Background: an optimization exercise with open tools, aiming at small area, a short achievable clock period and few clock cycles per item. Do not read the settings as production practice.
The RTL was checked by simulation tests, not by an equivalence proof against the original design.
Power figures rest on the tool's default switching activity, not on a simulated workload.

--- flow/config.mk ---
export PLATFORM = sky130hd
export DESIGN_NAME = trading_core
export DESIGN_NICKNAME = trading_core
export VERILOG_FILES = /design/flow/design.v
export SDC_FILE = /design/flow/constraint.sdc
export NUM_CORES = 4
export LEC_CHECK = 0
export CAP_MARGIN = 20
export CORE_MARGIN = 2
export CORE_UTILIZATION = 55
export PLACE_DENSITY = 0.65
export SETUP_SLACK_MARGIN = 5
export SLEW_MARGIN = 20
export TNS_END_PERCENT = 30
--- flow/constraint.sdc ---
create_clock -name core_clock -period 8.0 [get_ports {clk}]
set_input_delay 1.6000 -clock core_clock [delete_from_list [all_inputs] [get_ports {clk}]]
set_output_delay 1.6000 -clock core_clock [all_outputs]
set_load 0.01 [all_outputs]
--- flow/design.v ---
`timescale 1ns / 1ps
module order_matching_engine(
    input CLK,
    input RESET,
    input packet_ready,
    input [31:0] payload_data,
    output order_ready,
    output reg trade_valid,
    output reg [7:0] trade_price,
    output reg [7:0] trade_qty,
    output reg [7:0] buy_id,
    output reg [7:0] sell_id
);
localparam N = 16;
function le8(input [7:0] a, input [7:0] b);
    integer j;
    reg r;
    begin
        r = 1'b1;
        for (j = 0; j < 8; j = j + 1)
            r = (~a[j] & b[j]) | (~a[j] & r) | (b[j] & r);
        le8 = r;
    end
endfunction
function [8:0] add8(input [7:0] a, input [7:0] b, input cin);
    integer i, d;
    reg [7:0] g, p, gg, pp;
    begin
        g = a & b;
        p = a ^ b;
        gg = g;
        pp = p;
        gg[0] = g[0] | (p[0] & cin);
        for (d = 1; d < 8; d = d * 2)
            for (i = 7; i >= d; i = i - 1) begin
                gg[i] = gg[i] | (pp[i] & gg[i-d]);
                pp[i] = pp[i] & pp[i-d];
            end
        add8 = {gg[7], p ^ {gg[6:0], cin}};
    end
endfunction
function [N-1:0] lowest(input [N-1:0] v);
    integer i, d;
    reg [N-1:0] pre;            
    begin
        pre = v;
        for (d = 1; d < N; d = d * 2)
            for (i = N - 1; i >= d; i = i - 1)
                pre[i] = pre[i] | pre[i-d];
        lowest = v & ~{pre[N-2:0], 1'b0};
    end
endfunction
integer k;
reg ready_r;
assign order_ready = ready_r;
reg       i_v;
reg       i_cancel, i_side;
reg [7:0] i_p, i_q, i_id;
reg       o_v;
reg       o_cancel, o_side;
reg [7:0] o_p, o_q, o_id;
reg [N-1:0] pre_hit;      
reg [N-1:0] pre_qlt;      
reg         fwd_hit;      
reg         fwd_rel;      
reg         o_srch;       
reg [8:0]   q_sum;        
reg         q_lt_prev;    
reg [N-1:0] bv, av;
reg [7:0] bp [0:N-1];
reg [7:0] bq [0:N-1];
reg [7:0] bi [0:N-1];
reg [7:0] ap [0:N-1];
reg [7:0] aq [0:N-1];
reg [7:0] ai [0:N-1];
reg [3:0] ins_p;
reg [N-1:0] lw_ins;       
reg [N-1:0] pw_oh;        
reg         pw_side;
reg         pw_ins;       
reg [7:0]   pw_oq;        
reg [7:0]   pw_sel;       
reg [N-1:0] lw_wq;
reg         lw_wq_side;
reg [7:0]   lw_q;
always @(posedge CLK) begin
    if (RESET) begin
        ready_r <= 1'b0;
        i_v     <= 1'b0;
        o_v     <= 1'b0;
    end else begin
        ready_r <= 1'b1;
        i_v     <= packet_ready & ready_r;
        o_v     <= i_v;
    end
end
always @(posedge CLK) begin
    i_cancel <= payload_data[31];
    i_side   <= payload_data[24];
    i_p      <= payload_data[23:16];
    i_q      <= payload_data[15:8];
    i_id     <= payload_data[7:0];
end
reg [N-1:0] a_hit, a_qlt;
always @* begin
    for (k = 0; k < N; k = k + 1) begin
        if (i_cancel)
            a_hit[k] = i_side ? (ai[k] == i_id) : (bi[k] == i_id);
        else
            a_hit[k] = i_side ? le8(i_p, bp[k]) : le8(ap[k], i_p);
        a_qlt[k] = i_side ? ~le8(bq[k], i_q) : ~le8(aq[k], i_q);
    end
end
wire a_srch = i_cancel ? i_side : ~i_side;
wire a_fwd = i_cancel ? (o_id == i_id) : (i_side ? le8(i_p, o_p) : le8(o_p, i_p));
always @(posedge CLK) begin
    o_cancel <= i_cancel;
    o_side   <= i_side;
    o_p      <= i_p;
    o_q      <= i_q;
    o_id     <= i_id;
    pre_hit  <= a_hit;
    pre_qlt  <= a_qlt;
    fwd_hit  <= a_fwd;
    fwd_rel  <= o_side == a_srch;
    o_srch   <= a_srch;
    q_sum    <= {1'b0, i_q} + {1'b0, o_q};
    q_lt_prev <= ~le8(o_q, i_q);
end
wire [N-1:0] fwd_on = lw_ins & {N{fwd_rel}};
wire [N-1:0] hit_c = (pre_hit & ~fwd_on) | (fwd_on & {N{fwd_hit}});
wire [N-1:0] hit   = hit_c & (o_srch ? av : bv);
wire [N-1:0] first = lowest(hit);
wire any_hit = |hit;
wire [8:0] pw_dif = add8(pw_sel, ~pw_oq, 1'b1);
wire [7:0] pw_val = pw_ins ? pw_oq : pw_dif[7:0];
wire q_fwd1 = pw_ins ? q_lt_prev : (q_sum < {1'b0, pw_sel});
wire q_fwd2 = ~le8(lw_q, o_q);
wire [N-1:0] e1 = (pw_side == ~o_side) ? pw_oh : {N{1'b0}};
wire [N-1:0] e2 = (lw_wq_side == ~o_side) ? lw_wq : {N{1'b0}};
wire [N-1:0] qlt = (pre_qlt & ~e1 & ~e2) | (e1 & {N{q_fwd1}}) | (e2 & ~e1 & {N{q_fwd2}});
wire [N-1:0] fb = first & {N{o_side}};
wire [N-1:0] fa = first & {N{~o_side}};
reg [7:0] sel_q;
always @* begin
    sel_q = 8'd0;
    for (k = 0; k < N; k = k + 1)
        sel_q = sel_q | ({8{fb[k]}} & bq[k]) | ({8{fa[k]}} & aq[k]);
end
wire       part  = |(first & qlt);           
wire       same1 = |(first & e1);            
wire [7:0] sel_qe = same1 ? pw_val : sel_q;
wire [N-1:0] own_v = o_side ? av : bv;
wire [N-1:0] emp   = ~own_v;
wire [N-1:0] hmask = {N{1'b1}} << ins_p;
wire [N-1:0] emp_hi = emp & hmask;
wire [N-1:0] ins_oh = (|emp_hi) ? lowest(emp_hi) : lowest(emp);
wire any_emp = |emp;
reg  [3:0] ins_nx;
always @* begin
    ins_nx = 4'd0;
    for (k = 0; k < N; k = k + 1)
        if (ins_oh[k]) ins_nx = ins_nx | (k[3:0] + 4'd1);
end
wire do_match  = o_v & ~o_cancel & any_hit;
wire do_cancel = o_v &  o_cancel & any_hit;
wire do_insert = o_v & ~o_cancel & ~any_hit & any_emp;
wire [N-1:0] clr   = first & ~(qlt & {N{~o_cancel}});
wire [N-1:0] clr_b = ((do_cancel & ~o_side) | (do_match &  o_side)) ? clr : {N{1'b0}};
wire [N-1:0] clr_a = ((do_cancel &  o_side) | (do_match & ~o_side)) ? clr : {N{1'b0}};
wire [N-1:0] set_o = do_insert ? ins_oh : {N{1'b0}};
wire [N-1:0] set_b = o_side ? {N{1'b0}} : set_o;
wire [N-1:0] set_a = o_side ? set_o : {N{1'b0}};
wire [N-1:0] wr_b  = o_side ? {N{1'b0}} : ins_oh;
wire [N-1:0] wr_a  = o_side ? ins_oh : {N{1'b0}};
wire [N-1:0] dec_o = do_match ? (first & qlt) : {N{1'b0}};
wire [N-1:0] wq_o  = set_o | dec_o;           
wire         wq_side = do_insert ? o_side : ~o_side;
always @(posedge CLK) begin
    if (RESET) begin
        bv    <= {N{1'b0}};
        av    <= {N{1'b0}};
        ins_p <= 4'd0;
    end else begin
        bv <= (bv & ~clr_b) | set_b;
        av <= (av & ~clr_a) | set_a;
        if (do_insert) ins_p <= ins_nx;
    end
end
always @(posedge CLK) begin
    lw_ins      <= ins_oh;
    pw_oh       <= wq_o;
    pw_side     <= wq_side;
    pw_ins      <= do_insert;
    pw_oq       <= o_q;
    pw_sel      <= sel_qe;
    lw_wq       <= pw_oh;
    lw_wq_side  <= pw_side;
    lw_q        <= pw_val;
end
wire [N-1:0] pw_b = pw_side ? {N{1'b0}} : pw_oh;
wire [N-1:0] pw_a = pw_side ? pw_oh : {N{1'b0}};
always @(posedge CLK) begin
    for (k = 0; k < N; k = k + 1) begin
        if (wr_b[k]) begin
            bp[k] <= o_p;
            bi[k] <= o_id;
        end
        if (pw_b[k]) bq[k] <= pw_val;
        if (wr_a[k]) begin
            ap[k] <= o_p;
            ai[k] <= o_id;
        end
        if (pw_a[k]) aq[k] <= pw_val;
    end
end
reg         tc_v;
reg [N-1:0] tc_first;
reg         tc_side, tc_part;
reg [7:0]   tc_oid;
always @(posedge CLK) begin
    if (RESET) tc_v <= 1'b0;
    else       tc_v <= do_match;
end
always @(posedge CLK) begin
    tc_first <= first;
    tc_side  <= o_side;
    tc_part  <= part;
    tc_oid   <= o_id;
end
wire [N-1:0] tb_f = tc_first & {N{tc_side}};
wire [N-1:0] ta_f = tc_first & {N{~tc_side}};
reg [7:0] sel_p, sel_id;
always @* begin
    sel_p = 8'd0; sel_id = 8'd0;
    for (k = 0; k < N; k = k + 1) begin
        sel_p  = sel_p  | ({8{tb_f[k]}} & bp[k]) | ({8{ta_f[k]}} & ap[k]);
        sel_id = sel_id | ({8{tb_f[k]}} & bi[k]) | ({8{ta_f[k]}} & ai[k]);
    end
end
always @(posedge CLK) begin
    if (RESET) trade_valid <= 1'b0;
    else       trade_valid <= tc_v;
end
always @(posedge CLK) begin
    trade_price <= sel_p;
    trade_qty   <= tc_part ? pw_oq : pw_sel;
    buy_id      <= tc_side ? sel_id : tc_oid;
    sell_id     <= tc_side ? tc_oid : sel_id;
end
endmodule
`timescale 1ns / 1ps
module risk_management(
    input CLK,
    input RESET,
    input TRADE_VALID,
    input wire [7:0] TRADE_PRICE,
    input wire [7:0] TRADE_QTY,
    input wire [7:0] BUY_ID,
    input wire [7:0] SELL_ID,
    output reg TRADE_APPROVED,
    output reg [7:0] APPR_PRICE,
    output reg [7:0] APPR_QTY,
    output reg [7:0] APPR_BUY_ID,
    output reg [7:0] APPR_SELL_ID
);
    localparam MAX_POSITION = 100;
    localparam MAX_EXPOSURE = 5000;
    function [17:0] add17(input [16:0] a, input [16:0] b, input cin);
        integer i, d;
        reg [16:0] g, p, gg, pp;
        begin
            g = a & b;
            p = a ^ b;
            gg = g;
            pp = p;
            gg[0] = g[0] | (p[0] & cin);
            for (d = 1; d < 17; d = d * 2)
                for (i = 16; i >= d; i = i - 1) begin
                    gg[i] = gg[i] | (pp[i] & gg[i-d]);
                    pp[i] = pp[i] & pp[i-d];
                end
            add17 = {gg[16], p ^ {gg[15:0], cin}};
        end
    endfunction
    reg [6:0]  room_pos;    
    reg [12:0] room_exp;    
    wire csa_s0 = (TRADE_QTY[0] & TRADE_PRICE[6]) ^ (TRADE_QTY[1] & TRADE_PRICE[5]);
    wire csa_c0 = (TRADE_QTY[0] & TRADE_PRICE[6]) & (TRADE_QTY[1] & TRADE_PRICE[5]);
    wire csa_s1 = (TRADE_QTY[0] & TRADE_PRICE[7]) ^ (TRADE_QTY[1] & TRADE_PRICE[6]) ^ (TRADE_QTY[2] & TRADE_PRICE[5]);
    wire csa_c1 = ((TRADE_QTY[0] & TRADE_PRICE[7]) & (TRADE_QTY[1] & TRADE_PRICE[6])) | ((TRADE_QTY[0] & TRADE_PRICE[7]) & (TRADE_QTY[2] & TRADE_PRICE[5])) | ((TRADE_QTY[1] & TRADE_PRICE[6]) & (TRADE_QTY[2] & TRADE_PRICE[5]));
    wire csa_s2 = (TRADE_QTY[3] & TRADE_PRICE[4]) ^ (TRADE_QTY[4] & TRADE_PRICE[3]);
    wire csa_c2 = (TRADE_QTY[3] & TRADE_PRICE[4]) & (TRADE_QTY[4] & TRADE_PRICE[3]);
    wire csa_s3 = (TRADE_QTY[1] & TRADE_PRICE[7]) ^ (TRADE_QTY[2] & TRADE_PRICE[6]) ^ (TRADE_QTY[3] & TRADE_PRICE[5]);
    wire csa_c3 = ((TRADE_QTY[1] & TRADE_PRICE[7]) & (TRADE_QTY[2] & TRADE_PRICE[6])) | ((TRADE_QTY[1] & TRADE_PRICE[7]) & (TRADE_QTY[3] & TRADE_PRICE[5])) | ((TRADE_QTY[2] & TRADE_PRICE[6]) & (TRADE_QTY[3] & TRADE_PRICE[5]));
    wire csa_s4 = (TRADE_QTY[4] & TRADE_PRICE[4]) ^ (TRADE_QTY[5] & TRADE_PRICE[3]);
    wire csa_c4 = (TRADE_QTY[4] & TRADE_PRICE[4]) & (TRADE_QTY[5] & TRADE_PRICE[3]);
    wire csa_s5 = (TRADE_QTY[2] & TRADE_PRICE[7]) ^ (TRADE_QTY[3] & TRADE_PRICE[6]) ^ (TRADE_QTY[4] & TRADE_PRICE[5]);
    wire csa_c5 = ((TRADE_QTY[2] & TRADE_PRICE[7]) & (TRADE_QTY[3] & TRADE_PRICE[6])) | ((TRADE_QTY[2] & TRADE_PRICE[7]) & (TRADE_QTY[4] & TRADE_PRICE[5])) | ((TRADE_QTY[3] & TRADE_PRICE[6]) & (TRADE_QTY[4] & TRADE_PRICE[5]));
    wire csa_s6 = (TRADE_QTY[0] & TRADE_PRICE[4]) ^ (TRADE_QTY[1] & TRADE_PRICE[3]);
    wire csa_c6 = (TRADE_QTY[0] & TRADE_PRICE[4]) & (TRADE_QTY[1] & TRADE_PRICE[3]);
    wire csa_s7 = (TRADE_QTY[0] & TRADE_PRICE[5]) ^ (TRADE_QTY[1] & TRADE_PRICE[4]) ^ (TRADE_QTY[2] & TRADE_PRICE[3]);
    wire csa_c7 = ((TRADE_QTY[0] & TRADE_PRICE[5]) & (TRADE_QTY[1] & TRADE_PRICE[4])) | ((TRADE_QTY[0] & TRADE_PRICE[5]) & (TRADE_QTY[2] & TRADE_PRICE[3])) | ((TRADE_QTY[1] & TRADE_PRICE[4]) & (TRADE_QTY[2] & TRADE_PRICE[3]));
    wire csa_s8 = (TRADE_QTY[3] & TRADE_PRICE[2]) ^ (TRADE_QTY[4] & TRADE_PRICE[1]);
    wire csa_c8 = (TRADE_QTY[3] & TRADE_PRICE[2]) & (TRADE_QTY[4] & TRADE_PRICE[1]);
    wire csa_s9 = (TRADE_QTY[2] & TRADE_PRICE[4]) ^ (TRADE_QTY[3] & TRADE_PRICE[3]) ^ (TRADE_QTY[4] & TRADE_PRICE[2]);
    wire csa_c9 = ((TRADE_QTY[2] & TRADE_PRICE[4]) & (TRADE_QTY[3] & TRADE_PRICE[3])) | ((TRADE_QTY[2] & TRADE_PRICE[4]) & (TRADE_QTY[4] & TRADE_PRICE[2])) | ((TRADE_QTY[3] & TRADE_PRICE[3]) & (TRADE_QTY[4] & TRADE_PRICE[2]));
    wire csa_s10 = (TRADE_QTY[5] & TRADE_PRICE[1]) ^ (TRADE_QTY[6] & TRADE_PRICE[0]) ^ csa_s0;
    wire csa_c10 = ((TRADE_QTY[5] & TRADE_PRICE[1]) & (TRADE_QTY[6] & TRADE_PRICE[0])) | ((TRADE_QTY[5] & TRADE_PRICE[1]) & csa_s0) | ((TRADE_QTY[6] & TRADE_PRICE[0]) & csa_s0);
    wire csa_s11 = (TRADE_QTY[5] & TRADE_PRICE[2]) ^ (TRADE_QTY[6] & TRADE_PRICE[1]) ^ (TRADE_QTY[7] & TRADE_PRICE[0]);
    wire csa_c11 = ((TRADE_QTY[5] & TRADE_PRICE[2]) & (TRADE_QTY[6] & TRADE_PRICE[1])) | ((TRADE_QTY[5] & TRADE_PRICE[2]) & (TRADE_QTY[7] & TRADE_PRICE[0])) | ((TRADE_QTY[6] & TRADE_PRICE[1]) & (TRADE_QTY[7] & TRADE_PRICE[0]));
    wire csa_s12 = csa_c0 ^ csa_s1 ^ csa_s2;
    wire csa_c12 = (csa_c0 & csa_s1) | (csa_c0 & csa_s2) | (csa_s1 & csa_s2);
    wire csa_s13 = (TRADE_QTY[6] & TRADE_PRICE[2]) ^ (TRADE_QTY[7] & TRADE_PRICE[1]) ^ csa_c1;
    wire csa_c13 = ((TRADE_QTY[6] & TRADE_PRICE[2]) & (TRADE_QTY[7] & TRADE_PRICE[1])) | ((TRADE_QTY[6] & TRADE_PRICE[2]) & csa_c1) | ((TRADE_QTY[7] & TRADE_PRICE[1]) & csa_c1);
    wire csa_s14 = csa_c2 ^ csa_s3 ^ csa_s4;
    wire csa_c14 = (csa_c2 & csa_s3) | (csa_c2 & csa_s4) | (csa_s3 & csa_s4);
    wire csa_s15 = (TRADE_QTY[5] & TRADE_PRICE[4]) ^ (TRADE_QTY[6] & TRADE_PRICE[3]) ^ (TRADE_QTY[7] & TRADE_PRICE[2]);
    wire csa_c15 = ((TRADE_QTY[5] & TRADE_PRICE[4]) & (TRADE_QTY[6] & TRADE_PRICE[3])) | ((TRADE_QTY[5] & TRADE_PRICE[4]) & (TRADE_QTY[7] & TRADE_PRICE[2])) | ((TRADE_QTY[6] & TRADE_PRICE[3]) & (TRADE_QTY[7] & TRADE_PRICE[2]));
    wire csa_s16 = csa_c3 ^ csa_c4 ^ csa_s5;
    wire csa_c16 = (csa_c3 & csa_c4) | (csa_c3 & csa_s5) | (csa_c4 & csa_s5);
    wire csa_s17 = (TRADE_QTY[3] & TRADE_PRICE[7]) ^ (TRADE_QTY[4] & TRADE_PRICE[6]) ^ (TRADE_QTY[5] & TRADE_PRICE[5]);
    wire csa_c17 = ((TRADE_QTY[3] & TRADE_PRICE[7]) & (TRADE_QTY[4] & TRADE_PRICE[6])) | ((TRADE_QTY[3] & TRADE_PRICE[7]) & (TRADE_QTY[5] & TRADE_PRICE[5])) | ((TRADE_QTY[4] & TRADE_PRICE[6]) & (TRADE_QTY[5] & TRADE_PRICE[5]));
    wire csa_s18 = (TRADE_QTY[6] & TRADE_PRICE[4]) ^ (TRADE_QTY[7] & TRADE_PRICE[3]) ^ csa_c5;
    wire csa_c18 = ((TRADE_QTY[6] & TRADE_PRICE[4]) & (TRADE_QTY[7] & TRADE_PRICE[3])) | ((TRADE_QTY[6] & TRADE_PRICE[4]) & csa_c5) | ((TRADE_QTY[7] & TRADE_PRICE[3]) & csa_c5);
    wire csa_s19 = (TRADE_QTY[4] & TRADE_PRICE[7]) ^ (TRADE_QTY[5] & TRADE_PRICE[6]) ^ (TRADE_QTY[6] & TRADE_PRICE[5]);
    wire csa_c19 = ((TRADE_QTY[4] & TRADE_PRICE[7]) & (TRADE_QTY[5] & TRADE_PRICE[6])) | ((TRADE_QTY[4] & TRADE_PRICE[7]) & (TRADE_QTY[6] & TRADE_PRICE[5])) | ((TRADE_QTY[5] & TRADE_PRICE[6]) & (TRADE_QTY[6] & TRADE_PRICE[5]));
    wire csa_s20 = (TRADE_QTY[0] & TRADE_PRICE[3]) ^ (TRADE_QTY[1] & TRADE_PRICE[2]);
    wire csa_c20 = (TRADE_QTY[0] & TRADE_PRICE[3]) & (TRADE_QTY[1] & TRADE_PRICE[2]);
    wire csa_s21 = (TRADE_QTY[2] & TRADE_PRICE[2]) ^ (TRADE_QTY[3] & TRADE_PRICE[1]) ^ (TRADE_QTY[4] & TRADE_PRICE[0]);
    wire csa_c21 = ((TRADE_QTY[2] & TRADE_PRICE[2]) & (TRADE_QTY[3] & TRADE_PRICE[1])) | ((TRADE_QTY[2] & TRADE_PRICE[2]) & (TRADE_QTY[4] & TRADE_PRICE[0])) | ((TRADE_QTY[3] & TRADE_PRICE[1]) & (TRADE_QTY[4] & TRADE_PRICE[0]));
    wire csa_s22 = (TRADE_QTY[5] & TRADE_PRICE[0]) ^ csa_c6 ^ csa_s7;
    wire csa_c22 = ((TRADE_QTY[5] & TRADE_PRICE[0]) & csa_c6) | ((TRADE_QTY[5] & TRADE_PRICE[0]) & csa_s7) | (csa_c6 & csa_s7);
    wire csa_s23 = csa_c7 ^ csa_c8 ^ csa_s9;
    wire csa_c23 = (csa_c7 & csa_c8) | (csa_c7 & csa_s9) | (csa_c8 & csa_s9);
    wire csa_s24 = csa_c9 ^ csa_c10 ^ csa_s11;
    wire csa_c24 = (csa_c9 & csa_c10) | (csa_c9 & csa_s11) | (csa_c10 & csa_s11);
    wire csa_s25 = csa_c11 ^ csa_c12 ^ csa_s13;
    wire csa_c25 = (csa_c11 & csa_c12) | (csa_c11 & csa_s13) | (csa_c12 & csa_s13);
    wire csa_s26 = csa_c13 ^ csa_c14 ^ csa_s15;
    wire csa_c26 = (csa_c13 & csa_c14) | (csa_c13 & csa_s15) | (csa_c14 & csa_s15);
    wire csa_s27 = csa_c15 ^ csa_c16 ^ csa_s17;
    wire csa_c27 = (csa_c15 & csa_c16) | (csa_c15 & csa_s17) | (csa_c16 & csa_s17);
    wire csa_s28 = (TRADE_QTY[7] & TRADE_PRICE[4]) ^ csa_c17 ^ csa_c18;
    wire csa_c28 = ((TRADE_QTY[7] & TRADE_PRICE[4]) & csa_c17) | ((TRADE_QTY[7] & TRADE_PRICE[4]) & csa_c18) | (csa_c17 & csa_c18);
    wire csa_s29 = (TRADE_QTY[5] & TRADE_PRICE[7]) ^ (TRADE_QTY[6] & TRADE_PRICE[6]) ^ (TRADE_QTY[7] & TRADE_PRICE[5]);
    wire csa_c29 = ((TRADE_QTY[5] & TRADE_PRICE[7]) & (TRADE_QTY[6] & TRADE_PRICE[6])) | ((TRADE_QTY[5] & TRADE_PRICE[7]) & (TRADE_QTY[7] & TRADE_PRICE[5])) | ((TRADE_QTY[6] & TRADE_PRICE[6]) & (TRADE_QTY[7] & TRADE_PRICE[5]));
    wire csa_s30 = (TRADE_QTY[0] & TRADE_PRICE[2]) ^ (TRADE_QTY[1] & TRADE_PRICE[1]);
    wire csa_c30 = (TRADE_QTY[0] & TRADE_PRICE[2]) & (TRADE_QTY[1] & TRADE_PRICE[1]);
    wire csa_s31 = (TRADE_QTY[2] & TRADE_PRICE[1]) ^ (TRADE_QTY[3] & TRADE_PRICE[0]) ^ csa_s20;
    wire csa_c31 = ((TRADE_QTY[2] & TRADE_PRICE[1]) & (TRADE_QTY[3] & TRADE_PRICE[0])) | ((TRADE_QTY[2] & TRADE_PRICE[1]) & csa_s20) | ((TRADE_QTY[3] & TRADE_PRICE[0]) & csa_s20);
    wire csa_s32 = csa_s6 ^ csa_c20 ^ csa_s21;
    wire csa_c32 = (csa_s6 & csa_c20) | (csa_s6 & csa_s21) | (csa_c20 & csa_s21);
    wire csa_s33 = csa_s8 ^ csa_c21 ^ csa_s22;
    wire csa_c33 = (csa_s8 & csa_c21) | (csa_s8 & csa_s22) | (csa_c21 & csa_s22);
    wire csa_s34 = csa_s10 ^ csa_c22 ^ csa_s23;
    wire csa_c34 = (csa_s10 & csa_c22) | (csa_s10 & csa_s23) | (csa_c22 & csa_s23);
    wire csa_s35 = csa_s12 ^ csa_c23 ^ csa_s24;
    wire csa_c35 = (csa_s12 & csa_c23) | (csa_s12 & csa_s24) | (csa_c23 & csa_s24);
    wire csa_s36 = csa_s14 ^ csa_c24 ^ csa_s25;
    wire csa_c36 = (csa_s14 & csa_c24) | (csa_s14 & csa_s25) | (csa_c24 & csa_s25);
    wire csa_s37 = csa_s16 ^ csa_c25 ^ csa_s26;
    wire csa_c37 = (csa_s16 & csa_c25) | (csa_s16 & csa_s26) | (csa_c25 & csa_s26);
    wire csa_s38 = csa_s18 ^ csa_c26 ^ csa_s27;
    wire csa_c38 = (csa_s18 & csa_c26) | (csa_s18 & csa_s27) | (csa_c26 & csa_s27);
    wire csa_s39 = csa_s19 ^ csa_c27 ^ csa_s28;
    wire csa_c39 = (csa_s19 & csa_c27) | (csa_s19 & csa_s28) | (csa_c27 & csa_s28);
    wire csa_s40 = csa_c19 ^ csa_c28 ^ csa_s29;
    wire csa_c40 = (csa_c19 & csa_c28) | (csa_c19 & csa_s29) | (csa_c28 & csa_s29);
    wire csa_s41 = (TRADE_QTY[6] & TRADE_PRICE[7]) ^ (TRADE_QTY[7] & TRADE_PRICE[6]) ^ csa_c29;
    wire csa_c41 = ((TRADE_QTY[6] & TRADE_PRICE[7]) & (TRADE_QTY[7] & TRADE_PRICE[6])) | ((TRADE_QTY[6] & TRADE_PRICE[7]) & csa_c29) | ((TRADE_QTY[7] & TRADE_PRICE[6]) & csa_c29);
    wire [15:0] mul_s = {1'b0, (TRADE_QTY[7] & TRADE_PRICE[7]), csa_c40, csa_c39, csa_c38, csa_c37, csa_c36, csa_c35, csa_c34, csa_c33, csa_c32, csa_c31, csa_c30, (TRADE_QTY[2] & TRADE_PRICE[0]), (TRADE_QTY[0] & TRADE_PRICE[1]), (TRADE_QTY[0] & TRADE_PRICE[0])};
    wire [15:0] mul_c = {1'b0, csa_c41, csa_s41, csa_s40, csa_s39, csa_s38, csa_s37, csa_s36, csa_s35, csa_s34, csa_s33, csa_s32, csa_s31, csa_s30, (TRADE_QTY[1] & TRADE_PRICE[0]), 1'b0};
    reg        t_v;
    reg [7:0]  t_price, t_qty, t_buy, t_sell;
    reg [15:0] t_s, t_c;
    always @(posedge CLK) begin
        if (RESET) t_v <= 1'b0;
        else       t_v <= TRADE_VALID;
    end
    always @(posedge CLK) begin
        t_price <= TRADE_PRICE;
        t_qty   <= TRADE_QTY;
        t_buy   <= BUY_ID;
        t_sell  <= SELL_ID;
        t_s     <= mul_s;
        t_c     <= mul_c;
    end
    wire [16:0] x = {4'b0000, room_exp};
    wire [16:0] y = ~{1'b0, t_s};
    wire [16:0] z = ~{1'b0, t_c};
    wire [16:0] s3 = x ^ y ^ z;
    wire [16:0] c3 = (x & y) | (x & z) | (y & z);
    wire [17:0] ne = add17(s3, {c3[15:0], 1'b1}, 1'b1);
    wire [17:0] np = add17({10'd0, room_pos}, {9'h1ff, ~t_qty}, 1'b1);
    wire ok = t_v & np[17] & ~ne[16];
    always @(posedge CLK) begin
        if (RESET) begin
            room_pos       <= MAX_POSITION;
            room_exp       <= MAX_EXPOSURE;
            TRADE_APPROVED <= 1'b0;
        end else begin
            TRADE_APPROVED <= ok;
            if (ok) begin
                room_pos <= np[6:0];
                room_exp <= ne[12:0];
            end
        end
    end
    always @(posedge CLK) begin
        APPR_PRICE   <= t_price;
        APPR_QTY     <= t_qty;
        APPR_BUY_ID  <= t_buy;
        APPR_SELL_ID <= t_sell;
    end
endmodule
`timescale 1ns / 1ps
module trading_core(
    input clk,
    input rst,
    input order_valid,
    input [31:0] order_data,
    output order_ready,
    output trade_valid,
    output [7:0] trade_price,
    output [7:0] trade_qty,
    output [7:0] trade_buy_id,
    output [7:0] trade_sell_id,
    output appr_valid,
    output [7:0] appr_price,
    output [7:0] appr_qty,
    output [7:0] appr_buy_id,
    output [7:0] appr_sell_id
);
    order_matching_engine ORDER_MATCHING_ENGINE(
        .CLK(clk),
        .RESET(rst),
        .packet_ready(order_valid),
        .payload_data(order_data),
        .order_ready(order_ready),
        .trade_valid(trade_valid),
        .trade_price(trade_price),
        .trade_qty(trade_qty),
        .buy_id(trade_buy_id),
        .sell_id(trade_sell_id)
    );
    risk_management RISK (
        .CLK(clk),
        .RESET(rst),
        .TRADE_VALID(trade_valid),
        .TRADE_PRICE(trade_price),
        .TRADE_QTY(trade_qty),
        .BUY_ID(trade_buy_id),
        .SELL_ID(trade_sell_id),
        .TRADE_APPROVED(appr_valid),
        .APPR_PRICE(appr_price),
        .APPR_QTY(appr_qty),
        .APPR_BUY_ID(appr_buy_id),
        .APPR_SELL_ID(appr_sell_id)
    );
endmodule
--- flow/run.sh ---
#!/bin/bash
# synth_recipe.tcl (not shown) runs the flow's synth.tcl, then flattens the netlist and writes it again
# the make line also repeats each setting of config.mk as NAME=value (left out here)
make -C /OpenROAD-flow-scripts/flow DESIGN_CONFIG=/design/flow/config.mk WORK_HOME=/design/flow/orfs CLKGATE_MAP_FILE= SYNTH_SCRIPT=/design/flow/synth_recipe.tcl finish
==> results of run 1 <==
## power by group
part	switching (W)	internal, W	total, W
Sequential	0.0000850	0.00647	0.00656
Clock	0.00242	0.00342	0.00584
Combinational	0.000632	0.000439	0.00107
Total	0.00314	0.0103	0.0135
## metrics by stage
| stage | std cells | utilization (%) | worst slack, ns | power, W |
|---|---|---|---|---|
| global placement | 5491 | 58.4 | 3.03 | 0.00754 |
| CTS | 5813 | 64.7 | 4.71 | 0.0134 |
| global route | 5924 | 67.4 | 4.66 | 0.0138 |
| floorplan | 4271 | - | 4.65 | 0.00720 |
| detailed placement | 5491 | 58.4 | 2.99 | 0.00755 |
| finish | 5927 | 67.4 | 4.68 | 0.0135 |
## timing repair
| item | CTS | global route |
|---|---|---|
| gates cloned | 8 | 16 |
| pin swaps | 38 | 207 |
| setup endpoints to repair | 756 | 699 |
| hold buffers | 0 | 0 |
| buffers inserted | 87 | 95 |
| gates resized for setup | 172 | 455 |
## cells in the mapped netlist (98+ instances only)
| library cell | n | area [µm²] |
|---|---|---|
| mux2i_1 | 281 | 2810 |
| clkbuf_1 | 172 | 646 |
| inv_1 | 207 | 777 |
| o21ai_0 | 119 | 596 |
| edfxtp_1 | 768 | 23100 |
| nand2_1 | 218 | 818 |
| nor2_1 | 168 | 631 |
| maj3_1 | 299 | 2990 |
| a21oi_1 | 125 | 626 |
| dfxtp_1 | 386 | 7730 |
| a22oi_1 | 134 | 1010 |
| nor2b_1 | 98 | 613 |
| xnor2_1 | 120 | 1050 |
## kinds of logic (layout without fill, tap and decap cells)
family                     count (synthesis)  count (layout)  share of synthesized area, %
AOI/OAI and AO/OA                        897             897                          11.9
xor gates and xnor gates                 166             166                          2.75
adders and majority gates                411             411                          9.01
buffers and inverters                    462             847                          3.37
DFF                                     1154            1154                          58.1
muxes                                    355             355                          6.88
other                                      0               3                             0
and+or+nand+nor                          826             829                          7.98
## cell type report
class	instances	area (µm²)
repair buffers	402	4440
multi-input cells	2658	22200
clock buffers	163	3430
clock inverters	64	711
diodes	3	7.51
repair inverters	3	23.8
fillers	6835	31000
well taps	1265	1580
flip-flops and latches	1154	30900
inverters	215	851
## sequential cells by signal, summed over array words and instances (netlist names), 128 cells and up
name and cells:
ORDER_MATCHING_ENGINE.ap 128, ORDER_MATCHING_ENGINE.bi 128, ORDER_MATCHING_ENGINE.bp 128, ORDER_MATCHING_ENGINE.aq 128
ORDER_MATCHING_ENGINE.bq 128, ORDER_MATCHING_ENGINE.ai 128
## layer usage
| layer | share of wire [%] | wire (µm) | up-vias | track usage (%) |
|---|---|---|---|---|
| li1 | - | - | 16614 | - |
| met2 | 45 | 76600 | 2129 | 51.1 |
| met1 | 40 | 67500 | 18740 | 45.1 |
| met3 | 11 | 18500 | 454 | 7.15 |
| met4 | 4.3 | 7230 | 10 | 11.5 |
| met5 | 0.039 | 67 | - | 0 |
## final timing paths
path	from	endpoint	slack (ns)
hold reg to reg	RISK.t_sell[0]	RISK.APPR_SELL_ID[0]	0.33
setup / recovery	ORDER_MATCHING_ENGINE.o_srch	ORDER_MATCHING_ENGINE.bv[2]	4.68
setup reg to reg	ORDER_MATCHING_ENGINE.o_srch	ORDER_MATCHING_ENGINE.bv[2]	4.68
hold / removal	RISK.t_sell[0]	RISK.APPR_SELL_ID[0]	0.33
==> results.ini, run 1 <==
[placed_design]
io_buffers=95
post-dp-hpwl_mm=103
place_area_um2=55600
routabilityCongestion=0.947

[worst_setup_path]
reg2reg_depth=11
path_cells=buf_12 -> mux2i_4 -> a311o_1 -> nor4b_4 -> nand4b_4 -> or4b_4 -> or3_4 -> clkinv_8 -> buf_12 -> nand3_4 -> o21ai_1
timing_worst_setup_path_type=flip-flop to flip-flop
worstSetupStartpointType=flip-flop
critPathCaptureType=flip-flop
critical_path_depth=11
worstPathMaxFanout=7
worst_path_most_repeated_cell=buf_12
crit_family=simple AND/OR/NAND/NOR gates
crit_buf_inv=3
slowest_delay_ns=0.59
crit_required_ns=8.65
crit_slowest_cell=or4b_4
crit_arrival_ns=3.96

[synthesis]
synth-async-reset-ratio_pct=0
synth_cell_type_count=88
synth_flop_cell=edfxtp_1
netlist_area_um2=53000
syn_avg_cell_area_um2=12.4
synth_cells=4271
synth_edf_count=768
synth_seq_cells=1154
seq_area_frac_synth_pct=58.1
yosysWarnings=8
synth_nets=4418

[die]
die_w_um=314
die_area_um2=98800
core_area_um2=95200
start_util_pct=55.7
rows=113
die_h_um=314
ios=102

[global_routing]
grt_max_degree=106
grt_pass1_wl_mm=237
grt-ovfl-total=0
grt_pass1_vias=36228
grt_usage_pct=32.7
antenna_found_initial=7

[timing]
tightest_slew_ns=1.10
rsz0062_at_grt=true
post-route-min-period_ns=3.32
hold_viol_final=0
finalCritPeriodShare_pct=41.5
slew_headroom_pct=26.7
drv_slew=0
max_freq_mhz=301
worst_hold_slack_ns=0.326
setup_viol=0
fin_setup_tns_ns=0
fin_skew_ns=0.0250

[power_and_ir_drop]
p_per_area_nw_per_um2=210
ir_drop_mv=0.202
p_leak_nw=22.8

[clock_tree]
cts.sinks=1154
clkLatencyLatePin_ns=0.73
cts_tree=yes
cts_root_buf=clkbuf_16
numCtsBuffers=120
h-tree-depth=3
cts_buffer_depth=3
path_clk_slew_ns=0.06

[finish]
final_common_cell=edfxtp_1
nets=4701
area_delta_synth_final_pct=21.2
fin_area_um2=64200
drive_gt1_share_pct=22.2
final_cell_mix=768 x edfxtp_1, 344 x dfxtp_1, 264 x mux2i_1

[detailed_routing]
post-route-drc-count=0
vias=37947
via_per_inst=6.40
wl_per_cell_um=28.7
first_pass_iters=8
antenna_left=0
wl_mm=170
drtIter0Drc=4901

[status]
outcome=complete, no violations

[job]
cap_violations=0

[hold_path]
holdPathStages=0
hp-class=flip-flop to flip-flop

Testbench counts, summed over its fixed seeds: cycles 3,212, orders 3,200.
==> inputs of run 2 (changes only) <==
--- a/flow/design.v
+++ b/flow/design.v
@@ -178,4 +178,6 @@
 wire         wq_side = do_insert ? o_side : ~o_side;
+reg book_rst;
+always @(posedge CLK) book_rst <= RESET;
 always @(posedge CLK) begin
-    if (RESET) begin
+    if (book_rst) begin
         bv    <= {N{1'b0}};
@@ -396,13 +398,15 @@
     wire ok = t_v & np[17] & ~ne[16];
+    reg room_rst;
+    always @(posedge CLK) room_rst <= RESET;
     always @(posedge CLK) begin
-        if (RESET) begin
-            room_pos       <= MAX_POSITION;
-            room_exp       <= MAX_EXPOSURE;
-            TRADE_APPROVED <= 1'b0;
-        end else begin
-            TRADE_APPROVED <= ok;
-            if (ok) begin
-                room_pos <= np[6:0];
-                room_exp <= ne[12:0];
-            end
+        if (RESET) TRADE_APPROVED <= 1'b0;
+        else       TRADE_APPROVED <= ok;
+    end
+    always @(posedge CLK) begin
+        if (room_rst) begin
+            room_pos <= MAX_POSITION;
+            room_exp <= MAX_EXPOSURE;
+        end else if (ok) begin
+            room_pos <= np[6:0];
+            room_exp <= ne[12:0];
         end
--- a/flow/config.mk
+++ b/flow/config.mk
@@ -13,2 +13,2 @@
 export SLEW_MARGIN = 20
-export TNS_END_PERCENT = 30
+export TNS_END_PERCENT = 10
==> run 2 against run 1 <==
Effect of this change:
- clock power up 2%
- clock skew up 0.013 ns
- highest routed layer unchanged
- sequential power increased by 2%
- via count is 6.7% higher
- core utilization decreased by 2.2 points
- still clean
- die area rose by 0.40%
- critical path depth grew 1
- largest cell class unchanged
==> results.ini, run 2 <==
[placed_design]
routabilityCongestion=0.947
dpl.cell_count=5629
post-dp-hpwl_mm=112
io_buffers=95
pre_cts_ws_ns=3.27

[hold_path]
holdPathStages=0
min_from=RISK.t_sell[3]
hp-class=flip-flop to flip-flop
min_to=RISK.APPR_SELL_ID[3]

[timing]
setup_viol=0
fin_skew_ns=0.0382
slew_headroom_pct=16.3
max_freq_mhz=297
finalCritPeriodShare_pct=42.0
fin_setup_tns_ns=0
worst_slack_ns=4.64
tightest_slew_ns=1.25
drv_slew=0
hold_viol_final=0
rsz0062_at_grt=true
post-route-min-period_ns=3.36

[finish]
final_common_cell=edfxtp_1
nets=4773
instances_no_fill=6010
n_fill_cell=7252
final_cell_mix=768 x edfxtp_1, 345 x dfxtp_1, 281 x inv_1
area_delta_synth_final_pct=18.2
drive_gt1_share_pct=16.4

[power_and_ir_drop]
ir_drop_mv=0.268
comb_power_share_pct=11.2
p_seq_share_pct=47.0
p_per_area_nw_per_um2=227
p_clk_share_pct=41.8
switching_share_pct=24.9
internal_power_w=0.0107
p_leak_nw=22.5
p_switching_w=0.00355

[global_routing]
grt_pass1_wl_mm=257
antenna_found_initial=6
grt_max_degree=104
grt_usage_pct=35.4
grt_pass1_vias=37832
grt-ovfl-total=0

[job]
cap_violations=0

[worst_setup_path]
crit_arrival_ns=3.97
worstSetupStartpointType=flip-flop
r2r_start=ORDER_MATCHING_ENGINE.fwd_hit
r2r_end=ORDER_MATCHING_ENGINE.pw_sel[2]
reg2reg_slack_ns=4.64
worstPathMaxFanout=11
reg2reg_depth=12
timing_worst_setup_path_type=flip-flop to flip-flop
crit_required_ns=8.60
critPathCaptureType=flip-flop

[synthesis]
syn_avg_cell_area_um2=12.0
yosysWarnings=8
synth_top_area_share_pct=43.4
netlist_area_um2=53200
seq_area_frac_synth_pct=57.9
synth_cell_type_count=88
synth_cells=4414
yosys.area.top_type=edfxtp_1
synth_seq_cells=1155
synth-async-reset-ratio_pct=0
synth_area_leaders=edfxtp_1 43%, dfxtp_1 15%, mux2i_1 3.8%
synth_nets=4561
post-synth-top-count-cell=edfxtp_1
synth_flop_cell=edfxtp_1
synth_edf_count=768
synthTopCellsByCount=768 x edfxtp_1, 387 x dfxtp_1, 289 x inv_1, 203 x a21oi_1, 201 x nand2_1

[clock_tree]
cts_buffer_depth=3
h-tree-depth=3
cts_root_buf=clkbuf_16
clkLatencyLatePin_ns=0.72
numCtsBuffers=119
cts_tree=yes
hold_buffers=0
cts.sinks=1155
path_clk_slew_ns=0.07

[detailed_routing]
wl_mm=182
post-route-drc-count=0
first_pass_iters=10
drtIter0Drc=6371
vias=40474
via_per_inst=6.73
antenna_left=0
wl_per_cell_um=30.3

[die]
start_util_pct=55.2
ios=102
core_area_um2=96300
die_w_um=315
die_area_um2=99200
rows=114
die_h_um=315

[status]
outcome=complete, no violations

## run 2: worst max-delay path by stage
stage | start | to
after CTS | ORDER_MATCHING_ENGINE.trade_price[7] | trade_price[7]
after global routing | RISK.t_s[1] | RISK.room_exp[2]
after global placement | ORDER_MATCHING_ENGINE.o_srch | ORDER_MATCHING_ENGINE.av[2]
final | ORDER_MATCHING_ENGINE.fwd_hit | ORDER_MATCHING_ENGINE.pw_sel[2]
after floorplan | ORDER_MATCHING_ENGINE.o_side | ORDER_MATCHING_ENGINE.ai[3][0]
after detailed placement | ORDER_MATCHING_ENGINE.o_srch | ORDER_MATCHING_ENGINE.av[3]
## run 2: metal layers
metal / wire length [µm] / track usage, %
met2: 79200 / 52.6
met4: 7840 / 13.5
met3: 23800 / 9.61
met1: 71400 / 49.7
met5: 60 / 0
## run 2: power by group through the flow
stage          clock [W]  sequential [W]  combinational, W
5_1_grt          0.00618         0.00672           0.00170
6_report         0.00595         0.00670           0.00160
3_3_place_gp           0         0.00684           0.00140
4_1_cts          0.00596         0.00670           0.00151
3_5_place_dp           0         0.00684           0.00142
2_1_floorplan          0         0.00680          0.000923
## run 2: layout make-up
type,count,area [µm²],share of cell area [%]
sequential,1155,30900,49.2
clock inverter,62,721,1.15
tap,1276,1600,2.54
inverter,305,1200,1.91
multi-input combinational,2685,21300,34.0
timing repair buffer,357,3550,5.64
antenna,2,5.00,0.00797
timing repair inverter,3,22.5,0.0358
clock buffer,165,3480,5.54
## run 2: per-stage QoR
stage          cell area [µm²]  utilization, %  hold slack [ns]  power, W
2_1_floorplan            53300               -            0.310   0.00772
3_3_place_gp             55800            58.0            0.310   0.00824
3_5_place_dp             55800            58.0            0.312   0.00826
4_1_cts                  61700            64.1            0.321    0.0142
5_1_grt                  62800            65.2            0.329    0.0146
6_report                 62800            65.3            0.303    0.0142
## run 2: worst max-delay path, stage by stage, from the launching register on
cell and delay [ns]:
dfxtp_4 0.36, clkinvlp_4 0.15, buf_6 0.16, a311oi_4 0.42
or4_4 0.26, buf_4 0.13, nor2_2 0.06, buf_6 0.16
a222oi_1 0.39, a41oi_2 0.24, nor4_2 0.28, o211ai_1 0.28
mux2_4 0.34
## run 2: kinds of logic (layout without fill, tap and decap cells)
family	Yosys count	in the layout	share of synthesized area, %
DFF	1155	1155	57.9
AOI/OAI and AO/OA	1139	1139	15.3
and+or+nand+nor	814	814	7.71
buffers and inverters	575	892	4.23
adders and majority gates	311	311	7.09
muxes	253	253	4.96
xor gates and xnor gates	167	168	2.75
other	0	2	0
## run 2: timing repair
item                       in CTS  in global routing
setup buffers                  90                 44
resized for setup             203                160
cloned                          9                  8
hold endpoints to repair        0                  0
pin swaps                      54                 51
setup endpoints to repair     746                652
Testbench counts of run 2, summed over its fixed seeds: cycles 3,212, orders 3,200.
==> inputs of run 3 (changes only) <==
--- a/flow/config.mk
+++ b/flow/config.mk
@@ -10,2 +10,4 @@
 export CORE_UTILIZATION = 55
+export CTS_BUF_LIST = sky130_fd_sc_hd__clkbuf_8
+export CTS_CLUSTER_SIZE = 24
 export PLACE_DENSITY = 0.65
==> run 3 against run 2 <==
Effect of this change:
- total power fell by 6.0%
- sequential cell count did not move
- sequential power about the same
- critical path depth decreased by 1
- critical path type unchanged
- critical endpoint unchanged
==> results.ini, run 3 <==
[status]
outcome=complete, no violations

[placed_design]
routabilityCongestion=0.947
dpl.cell_count=5629
post-dp-hpwl_mm=112
io_buffers=95

[worst_setup_path]
worstSetupStartpointType=flip-flop
r2r_end=ORDER_MATCHING_ENGINE.pw_sel[2]
reg2reg_slack_ns=4.54
crit_buf_inv=3
crit_arrival_ns=4.23
timing_worst_setup_path_type=flip-flop to flip-flop
crit_path_end=ORDER_MATCHING_ENGINE.pw_sel[2]
slowest_delay_ns=0.49
crit_required_ns=8.77
reg2reg_depth=11
crit_family=compound AO/OA/AOI/OAI gates
critPathCaptureType=flip-flop
worstPathMaxFanout=15
r2r_start=ORDER_MATCHING_ENGINE.o_srch
critical_path_depth=11
crit_slowest_cell=a221oi_1
path_cells=buf_6 -> mux2i_4 -> a311oi_4 -> buf_4 -> nor4_2 -> buf_4 -> a221oi_1 -> a41oi_2 -> nor4_2 -> o211ai_1 -> mux2_4
crit_start=ORDER_MATCHING_ENGINE.o_srch

[global_routing]
grt_max_degree=104
grt_usage_pct=35.5
antenna_found_initial=9
grt_pass1_wl_mm=257
grt_pass1_vias=38304
grt-ovfl-total=0

[synthesis]
syn_avg_cell_area_um2=12.0
synth_flop_cell=edfxtp_1
yosysWarnings=8
synth_edf_count=768
netlist_area_um2=53200
synth_cells=4414
synth_nets=4561
synth-async-reset-ratio_pct=0
synth_seq_cells=1155
seq_area_frac_synth_pct=57.9
synth_cell_type_count=88
post-synth-top-count-cell=edfxtp_1
yosys.area.top_type=edfxtp_1
synth_area_leaders=edfxtp_1 43%, dfxtp_1 15%, mux2i_1 3.8%
synthTopCellsByCount=768 x edfxtp_1, 387 x dfxtp_1, 289 x inv_1, 203 x a21oi_1, 201 x nand2_1
synth_top_area_share_pct=43.4

[power_and_ir_drop]
switching_share_pct=26.9
p_seq_share_pct=50.0
comb_power_share_pct=11.7
p_leak_nw=22.4
p_clk_share_pct=38.2
internal_power_w=0.00979
ir_drop_mv=0.171
p_per_area_nw_per_um2=217
p_switching_w=0.00360

[timing]
drv_slew=0
hold_viol_final=0
post-route-min-period_ns=3.46
rsz0062_at_grt=true
worst_hold_slack_ns=0.300
finalCritPeriodShare_pct=43.2
setup_viol=0
fin_setup_tns_ns=0
tightest_slew_ns=1.17
max_freq_mhz=289
fin_skew_ns=0.0520
slew_headroom_pct=21.8

[die]
ios=102
start_util_pct=55.2
core_area_um2=96300
die_area_um2=99200
rows=114
die_h_um=315
die_w_um=315

[finish]
instances_no_fill=6107
area_delta_synth_final_pct=16.0
nets=4814
final_cell_mix=768 x edfxtp_1, 358 x inv_1, 344 x dfxtp_1
final_common_cell=edfxtp_1
drive_gt1_share_pct=16.1

[detailed_routing]
via_per_inst=6.60
antenna_left=0
vias=40308
first_pass_iters=10
wl_mm=181
drtIter0Drc=6213
post-route-drc-count=0
wl_per_cell_um=29.6

[job]
cap_violations=0

[clock_tree]
cts.sinks=1155
cts_root_buf=clkbuf_8
clkLatencyLatePin_ns=0.91
h-tree-depth=4
cts_tree=yes
path_clk_slew_ns=0.06
cts_buffer_depth=3
hold_buffers=0
numCtsBuffers=190

[hold_path]
hp-class=flip-flop to flip-flop

run 3: per-layer routing:
| layer | vias to the layer above | GRT usage, % | share of wire (%) |
|---|---|---|---|
| li1 | 17282 | - | - |
| met1 | 19764 | 49.3 | 39 |
| met2 | 2802 | 52.2 | 44 |
| met3 | 452 | 10.5 | 13 |
| met4 | 8 | 14.2 | 3.9 |
| met5 | - | 0.677 | 0.071 |
run 3: worst min path at each step:
stage	from	end	slack [ns]	depth (start not counted)
2_1_floorplan	RISK.t_buy[0]	RISK.APPR_BUY_ID[0]	0.31	0
6_report	RISK.t_buy[2]	RISK.APPR_BUY_ID[2]	0.30	0
4_1_cts	RISK.t_buy[2]	RISK.APPR_BUY_ID[2]	0.30	0
3_5_place_dp	RISK.t_sell[0]	RISK.APPR_SELL_ID[0]	0.31	0
5_1_grt	RISK.t_buy[2]	RISK.APPR_BUY_ID[2]	0.31	0
3_3_place_gp	RISK.t_buy[0]	RISK.APPR_BUY_ID[0]	0.31	0
run 3: area by class of cell:
type | instances | area, µm²
Inverter | 305 | 1190
Sequential cell | 1155 | 30900
Clock inverter | 135 | 734
Antenna cell | 3 | 7.51
Multi-Input combinational cell | 2685 | 21100
Tap cell | 1276 | 1600
Timing Repair Buffer | 328 | 3090
Timing Repair inverter | 2 | 13.8
Fill cell | 7492 | 34600
Clock buffer | 218 | 3000
run 3: worst reg2reg max path, cell delays in order, from the launching register on:
cell	delay [ns]
dfxtp_4	0.40
buf_6	0.14
mux2i_4	0.19
a311oi_4	0.46
buf_4	0.20
nor4_2	0.04
buf_4	0.24
a221oi_1	0.51
a41oi_2	0.14
nor4_2	0.38
o211ai_1	0.28
mux2_4	0.35
run 3: power by group through the flow:
| stage | sequential, W | combinational (W) | clock [W] |
|---|---|---|---|
| global placement | 0.00684 | 0.00140 | 0 |
| floorplan | 0.00680 | 0.000923 | 0 |
| finish | 0.00670 | 0.00157 | 0.00512 |
| CTS | 0.00670 | 0.00147 | 0.00516 |
| global route | 0.00672 | 0.00168 | 0.00542 |
| detailed placement | 0.00684 | 0.00142 | 0 |
run 3: cell families (layout without fill, tap and decap cells):
logic type / count (synthesis) / count (layout) / synth area share (%)
other: 0 / 3 / 0
DFF: 1155 / 1155 / 57.9
buffers and inverters: 575 / 988 / 4.23
xor gates and xnor gates: 167 / 168 / 2.75
muxes: 253 / 253 / 4.96
and+or+nand+nor: 814 / 814 / 7.71
AOI/OAI and AO/OA: 1139 / 1139 / 15.3
adders and majority gates: 311 / 311 / 7.09
run 3: timing repair:
item,CTS,global route
gates resized for setup,235,114
endpoints found under the setup margin,747,588
buffers inserted,75,34
pin swaps,31,50
cloned,5,7
run 3: stage by stage:
stage	area [µm²]	total power (W)	utilization, %	setup WS (ns)
after floorplan	53300	0.00772	-	4.63
after global placement	55800	0.00824	58.0	3.38
after detailed placement	55800	0.00826	58.0	3.27
after CTS	60800	0.0133	63.2	4.71
after global routing	61700	0.0138	64.1	4.53
final	61700	0.0134	64.1	4.54
==> inputs of run 4 (changes only) <==
--- a/flow/config.mk
+++ b/flow/config.mk
@@ -13,3 +13,3 @@
 export PLACE_DENSITY = 0.65
-export SETUP_SLACK_MARGIN = 5
+export SETUP_SLACK_MARGIN = 4.75
 export SLEW_MARGIN = 20
==> run 4 against run 3 <==
Effect of this change:
- setup slack worse by 0.11 ns
- synthesized cell count is the same
- first-iteration DRC count is 5.4% lower
- critical endpoint is now trade_qty[1]
- critical path depth fell by 10
- sequential cell count unchanged
- area after synthesis unchanged
==> results.ini, run 4 <==
[global_routing]
grt_pass1_vias=37958
grt-ovfl-total=0
grt_max_degree=111
grt_usage_pct=35.3
antenna_found_initial=9
grt_pass1_wl_mm=255

[clock_tree]
clkLatencyLatePin_ns=0.92
cts.sinks=1155
cts_tree=yes
h-tree-depth=4
cts_buffer_depth=3
cts_root_buf=clkbuf_8
numCtsBuffers=191
path_clk_slew_ns=0.06

[timing]
rsz0062_at_grt=true
drv_slew=0
post-route-min-period_ns=3.57
slew_headroom_pct=21.3
fin_skew_ns=0.0706
max_freq_mhz=280
fin_setup_tns_ns=0
tightest_slew_ns=1.18
worst_slack_ns=4.43
worst_hold_slack_ns=0.320
setup_viol=0
hold_viol_final=0
finalCritPeriodShare_pct=44.6

[placed_design]
io_buffers=95
dpl.cell_count=5624
place_area_um2=55800
routabilityCongestion=0.964
post-dp-hpwl_mm=112
pre_cts_ws_ns=3.27

[detailed_routing]
wl_met2_mm=78.3
wl_mm=180
wl_met1_mm=69.6
via_per_inst=6.62
top_layer=met5
antenna_left=0
first_pass_iters=10
wl_per_cell_um=29.8
drtIter0Drc=5879
post-route-drc-count=0
wl_met3_mm=23.9
vias=40131

[worst_setup_path]
worstPathMaxFanout=10
crit_start=ORDER_MATCHING_ENGINE.trade_qty[1]
crit_required_ns=6.40
crit_slowest_cell=clkdlybuf4s50_1
worstSetupStartpointType=flip-flop
crit_family=buffers and inverters
r2r_start=ORDER_MATCHING_ENGINE.i_q[1]
crit_arrival_ns=1.97
crit_buf_inv=1
timing_worst_setup_path_type=flip-flop to primary output
slowest_delay_ns=0.60
path_cells=clkdlybuf4s50_1
critPathCaptureType=primary output

[die]
start_util_pct=55.2
die_h_um=315
rows=114
ios=102
die_w_um=315
die_area_um2=99200
core_area_um2=96300

[power_and_ir_drop]
ir_drop_mv=0.173
p_per_area_nw_per_um2=223
p_leak_nw=22.1

[synthesis]
yosys.area.top_type=edfxtp_1
synthTopCellsByCount=768 x edfxtp_1, 387 x dfxtp_1, 289 x inv_1, 203 x a21oi_1, 201 x nand2_1
netlist_area_um2=53200
yosysWarnings=8
synth_edf_count=768
synth_flop_cell=edfxtp_1
synth_cell_type_count=88
synth_seq_cells=1155
synth-async-reset-ratio_pct=0
synth_area_leaders=edfxtp_1 43%, dfxtp_1 15%, mux2i_1 3.8%
post-synth-top-count-cell=edfxtp_1
synth_cells=4414
synth_nets=4561
syn_avg_cell_area_um2=12.0
seq_area_frac_synth_pct=57.9
synth_top_area_share_pct=43.4

[finish]
instances_no_fill=6059
area_delta_synth_final_pct=15.3
n_fill_cell=7424
final_common_cell=edfxtp_1
nets=4762
final_cell_mix=768 x edfxtp_1, 359 x inv_1, 344 x dfxtp_1
drive_gt1_share_pct=14.5
fin_area_um2=61300

[hold_path]
hp-class=flip-flop to flip-flop
min_from=ORDER_MATCHING_ENGINE.buy_id[7]

[status]
outcome=complete, no violations

[job]
cap_violations=0

==> run 4: layer usage <==
metal,vias up,GRT usage [%]
met5,-,0.484
met4,14,15.4
met3,520,11.3
met2,2747,52.1
met1,19663,47.9
li1,17187,-
==> run 4: cell type report <==
cell class                 instances  area (µm²)  area share [%]
sequential                      1155       30900            50.4
multi-input combinational       2684       20800            34.0
clock buffer                     225        3100            5.05
timing repair buffer             277        2790            4.55
tap                             1276        1600            2.60
inverter                         305        1170            1.90
clock inverter                   133         913            1.49
timing repair inverter             1        7.51          0.0122
antenna                            3        7.51          0.0122
==> run 4: report_power, final <==
part	switching (W)	leakage (nW)	internal [W]	total, W
clock	0.00249	2.33	0.00293	0.00542
sequential	0.000132	10.1	0.00659	0.00672
combinational	0.000989	9.64	0.000580	0.00157
total	0.00361	22.1	0.0101	0.0137
==> run 4: final timing paths <==
| kind | cells after the start | slack, ns | to |
|---|---|---|---|
| worst max-delay path | 1 | 4.43 | trade_qty[1] |
| worst max register to register | 9 | 4.46 | ORDER_MATCHING_ENGINE.pre_qlt[12] |
| worst min-delay path | 0 | 0.32 | RISK.t_buy[7] |
| worst min register to register | 0 | 0.32 | RISK.t_buy[7] |
==> run 4: cells by family after synthesis <==
kind of cell	synth area share [%]
AOI/OAI and AO/OA	15.3
buffers and inverters	4.23
DFF	57.9
xor gates and xnor gates	2.75
adders and majority gates	7.09
and+or+nand+nor	7.71
muxes	4.96
==> run 4: through the flow <==
| stage | util (%) | total power, W |
|---|---|---|
| final | 63.7 | 0.0137 |
| after CTS | 62.9 | 0.0136 |
| after detailed placement | 57.9 | 0.00827 |
| after global placement | 57.9 | 0.00824 |
| after floorplan | - | 0.00772 |
| after global routing | 63.7 | 0.0141 |
==> run 4: timing repair <==
action                     in CTS  in global routing
setup endpoints to repair     700                431
gates resized for setup        81                 79
gates cloned                    3                  7
hold buffers                    0                  0
buffers inserted               38                 26
pin swaps                      28                 27
==> inputs of run 5 (changes only) <==
--- a/flow/config.mk
+++ b/flow/config.mk
@@ -10,4 +10,2 @@
 export CORE_UTILIZATION = 55
-export CTS_BUF_LIST = sky130_fd_sc_hd__clkbuf_8
-export CTS_CLUSTER_SIZE = 24
 export PLACE_DENSITY = 0.65
==> run 5 against run 4 <==
Effect of this change:
- clock skew is 0.017 ns lower
- area after synthesis is the same
- combinational power barely moved
- clock-buffer cell count fell by 70
- first-iteration DRC count increased by 5.3%
- global-route usage shrank 0.094 points
- register-to-register slack got worse by 0.02 ns
- total power is 3.1% higher
- fmax down 1.5%
- sequential share of layout area shrank 0.20 points
- worst hold slack gained 0.0046 ns
==> results.ini, run 5 <==
[status]
outcome=complete, no violations

[global_routing]
grt_usage_pct=35.2
grt_pass1_vias=37495
grt_pass1_wl_mm=254
grt_max_degree=111
grt-ovfl-total=0
antenna_found_initial=11

[placed_design]
post-dp-hpwl_mm=112
io_buffers=95
routabilityCongestion=0.964

[power_and_ir_drop]
p_per_area_nw_per_um2=230
comb_power_share_pct=11.1
ir_drop_mv=0.225
switching_share_pct=25.5
p_leak_nw=21.9
totalPowerFinal_w=0.0141
p_seq_share_pct=47.5
p_clk_share_pct=41.4
p_switching_w=0.00361
internal_power_w=0.0105

[timing]
hold_viol_final=0
tightest_slew_ns=1.14
rsz0062_at_grt=true
drv_slew=0
fin_skew_ns=0.0536
max_freq_mhz=276
slew_headroom_pct=24.0
setup_viol=0
post-route-min-period_ns=3.62
finalCritPeriodShare_pct=45.3
fin_setup_tns_ns=0

[synthesis]
synth_cells=4414
synth_nets=4561
seq_area_frac_synth_pct=57.9
yosysWarnings=8
synthTopCellsByCount=768 x edfxtp_1, 387 x dfxtp_1, 289 x inv_1, 203 x a21oi_1, 201 x nand2_1
synth_cell_type_count=88
synth_flop_cell=edfxtp_1
syn_avg_cell_area_um2=12.0
post-synth-top-count-cell=edfxtp_1
synth-async-reset-ratio_pct=0
synth_top_area_share_pct=43.4
synth_area_leaders=edfxtp_1 43%, dfxtp_1 15%, mux2i_1 3.8%
yosys.area.top_type=edfxtp_1
synth_edf_count=768
synth_seq_cells=1155
netlist_area_um2=53200

[die]
die_w_um=315
die_area_um2=99200
start_util_pct=55.2
ios=102
rows=114
core_area_um2=96300
die_h_um=315

[worst_setup_path]
worstPathMaxFanout=10
crit_family=flip-flops
r2r_start=ORDER_MATCHING_ENGINE.i_q[1]
r2r_end=ORDER_MATCHING_ENGINE.pre_qlt[12]
crit_required_ns=6.40
crit_start=ORDER_MATCHING_ENGINE.trade_price[3]
worstSetupStartpointType=flip-flop
reg2reg_depth=9
crit_arrival_ns=2.02
slowest_delay_ns=0.64
critical_path_depth=1
reg2reg_slack_ns=4.44
crit_path_end=trade_price[3]
crit_slowest_cell=dfxtp_1
crit_buf_inv=1
critPathCaptureType=primary output
path_cells=clkdlybuf4s50_1
timing_worst_setup_path_type=flip-flop to primary output

[clock_tree]
h-tree-depth=3
path_clk_slew_ns=0.06
numCtsBuffers=121
cts.sinks=1155
hold_buffers=0
cts_buffer_depth=3
cts_root_buf=clkbuf_16
clkLatencyLatePin_ns=0.77
cts_tree=yes

[detailed_routing]
first_pass_iters=10
wl_mm=181
post-route-drc-count=0
via_per_inst=6.68
drtIter0Drc=6190
antenna_left=0
vias=39721
wl_met1_mm=69.9
wl_per_cell_um=30.4
top_layer=met5
wl_met2_mm=78.1
wl_met3_mm=23.6

[hold_path]
hp-class=flip-flop to flip-flop

[finish]
final_common_cell=edfxtp_1
n_fill_cell=7317
area_delta_synth_final_pct=15.7
final_cell_mix=768 x edfxtp_1, 360 x dfxtp_1, 283 x inv_1
nets=4708
drive_gt1_share_pct=13.0

[job]
cap_violations=0

==> run 5: cell count changes in the layout (fill, tap and decap cells not counted), sizes merged <==
cell / delta
inv: -78
clkbuf: -68
clkinv: +16
buf: +14
clkinvlp: +3
clkdlybuf4s50: -2
dlymetal6s2s: +2
bufinv: +1
==> run 5: cell families (layout without fill, tap and decap cells) <==
| group | count (synthesis) | after routing | share of synthesized area, % |
|---|---|---|---|
| DFF | 1155 | 1155 | 57.9 |
| AOI/OAI and AO/OA | 1139 | 1139 | 15.3 |
| and+or+nand+nor | 814 | 814 | 7.71 |
| buffers and inverters | 575 | 829 | 4.23 |
| adders and majority gates | 311 | 311 | 7.09 |
| muxes | 253 | 253 | 4.96 |
| xor gates and xnor gates | 167 | 167 | 2.75 |
| other | 0 | 3 | 0 |
==> run 5: final cells by class <==
| class | instances | area (µm²) | area share [%] |
|---|---|---|---|
| repair inverters | 1 | 7.51 | 0.0122 |
| multi-input cells | 2684 | 20800 | 33.8 |
| flip-flops and latches | 1155 | 30900 | 50.2 |
| repair buffers | 293 | 2940 | 4.78 |
| inverters | 305 | 1170 | 1.90 |
| clock inverters | 75 | 833 | 1.35 |
| well taps | 1276 | 1600 | 2.60 |
| clock buffers | 155 | 3320 | 5.40 |
| diodes | 3 | 7.51 | 0.0122 |
==> run 5: through the flow <==
stage          worst slack, ns  hold WS (ns)  instances  area (µm²)  utilization (%)
4_1_cts                   4.34         0.325       5904       60700             63.1
6_report                  4.38         0.325       5947       61500             63.9
2_1_floorplan             4.14         0.310       4414       53200                -
3_3_place_gp              3.35         0.310       5622       55700             57.9
5_1_grt                   4.32         0.331       5944       61500             63.9
3_5_place_dp              3.27         0.312       5624       55800             57.9
==> run 5: worst min-delay path by stage <==
stage | startpoint | endpoint | slack, ns | cells after the start
global route | RISK.t_price[0] | RISK.APPR_PRICE[0] | 0.33 | 0
detailed placement | RISK.t_price[4] | RISK.APPR_PRICE[4] | 0.31 | 0
CTS | RISK.t_buy[6] | RISK.APPR_BUY_ID[6] | 0.33 | 0
floorplan | RISK.t_buy[0] | RISK.APPR_BUY_ID[0] | 0.31 | 0
finish | RISK.t_sell[0] | RISK.APPR_SELL_ID[0] | 0.33 | 0
global placement | RISK.t_buy[6] | RISK.APPR_BUY_ID[6] | 0.31 | 0
==> run 5: layer usage <==
| metal | vias to the layer above | global-route usage (%) |
|---|---|---|
| li1 | 17025 | - |
| met1 | 19396 | 48.4 |
| met2 | 2771 | 52.6 |
| met3 | 521 | 9.95 |
| met4 | 8 | 14.5 |
| met5 | - | 0.484 |
==> run 5: what timing repair did <==
item | in CTS | in global routing
setup endpoints to repair | 656 | 460
pin swaps | 21 | 26
gates cloned | 3 | 9
resized for setup | 62 | 74
setup buffers | 47 | 30
==> run 5: power by group through the flow <==
stage               sequential (W)  combinational (W)  clock, W
global placement           0.00685            0.00139         0
CTS                        0.00671            0.00147   0.00587
global route               0.00673            0.00167   0.00611
finish                     0.00671            0.00156   0.00585
floorplan                  0.00680           0.000922         0
detailed placement         0.00685            0.00142         0

==> re-timing with driven ports <==
The results above use ideal ports. As a check the final layouts listed here were re-extracted and re-timed, cells and wires unchanged.
Step 1 sets driving cells, clkbuf_16 on the clock port and buf_2 on the other inputs (assumed; they add their load-dependent delay and slew).
Step 2, shift: input delay + t, output delay - t, t = (earliest + latest rising clock arrival at the registers) / 2. This alone moves slack from input paths to output paths.
Three values: ideal, step 1, step 2; two values: the first two.
run	t (ns)	setup WS [ns]	latest minus earliest clock arrival (ns)	slew at the worst register clock pin (ns)
run 1	0.788	4.683 / 4.683 / 4.405	0.027 / 0.027	0.07 / 0.07
run 2	0.778	4.636 / 4.636 / 4.636	0.043 / 0.042	0.07 / 0.07
run 3	0.954	4.544 / 4.544 / 4.544	0.054 / 0.053	0.07 / 0.07
run 4	0.966	4.432 / 4.357 / 4.464	0.079 / 0.079	0.07 / 0.07
run 5	0.818	4.379 / 4.298 / 4.439	0.057 / 0.056	0.07 / 0.07
After both steps setup and hold are still met in every run listed. The setup slack of run 1, which loses most, moves by 0.000 ns with the drivers and by -0.278 ns with both steps.
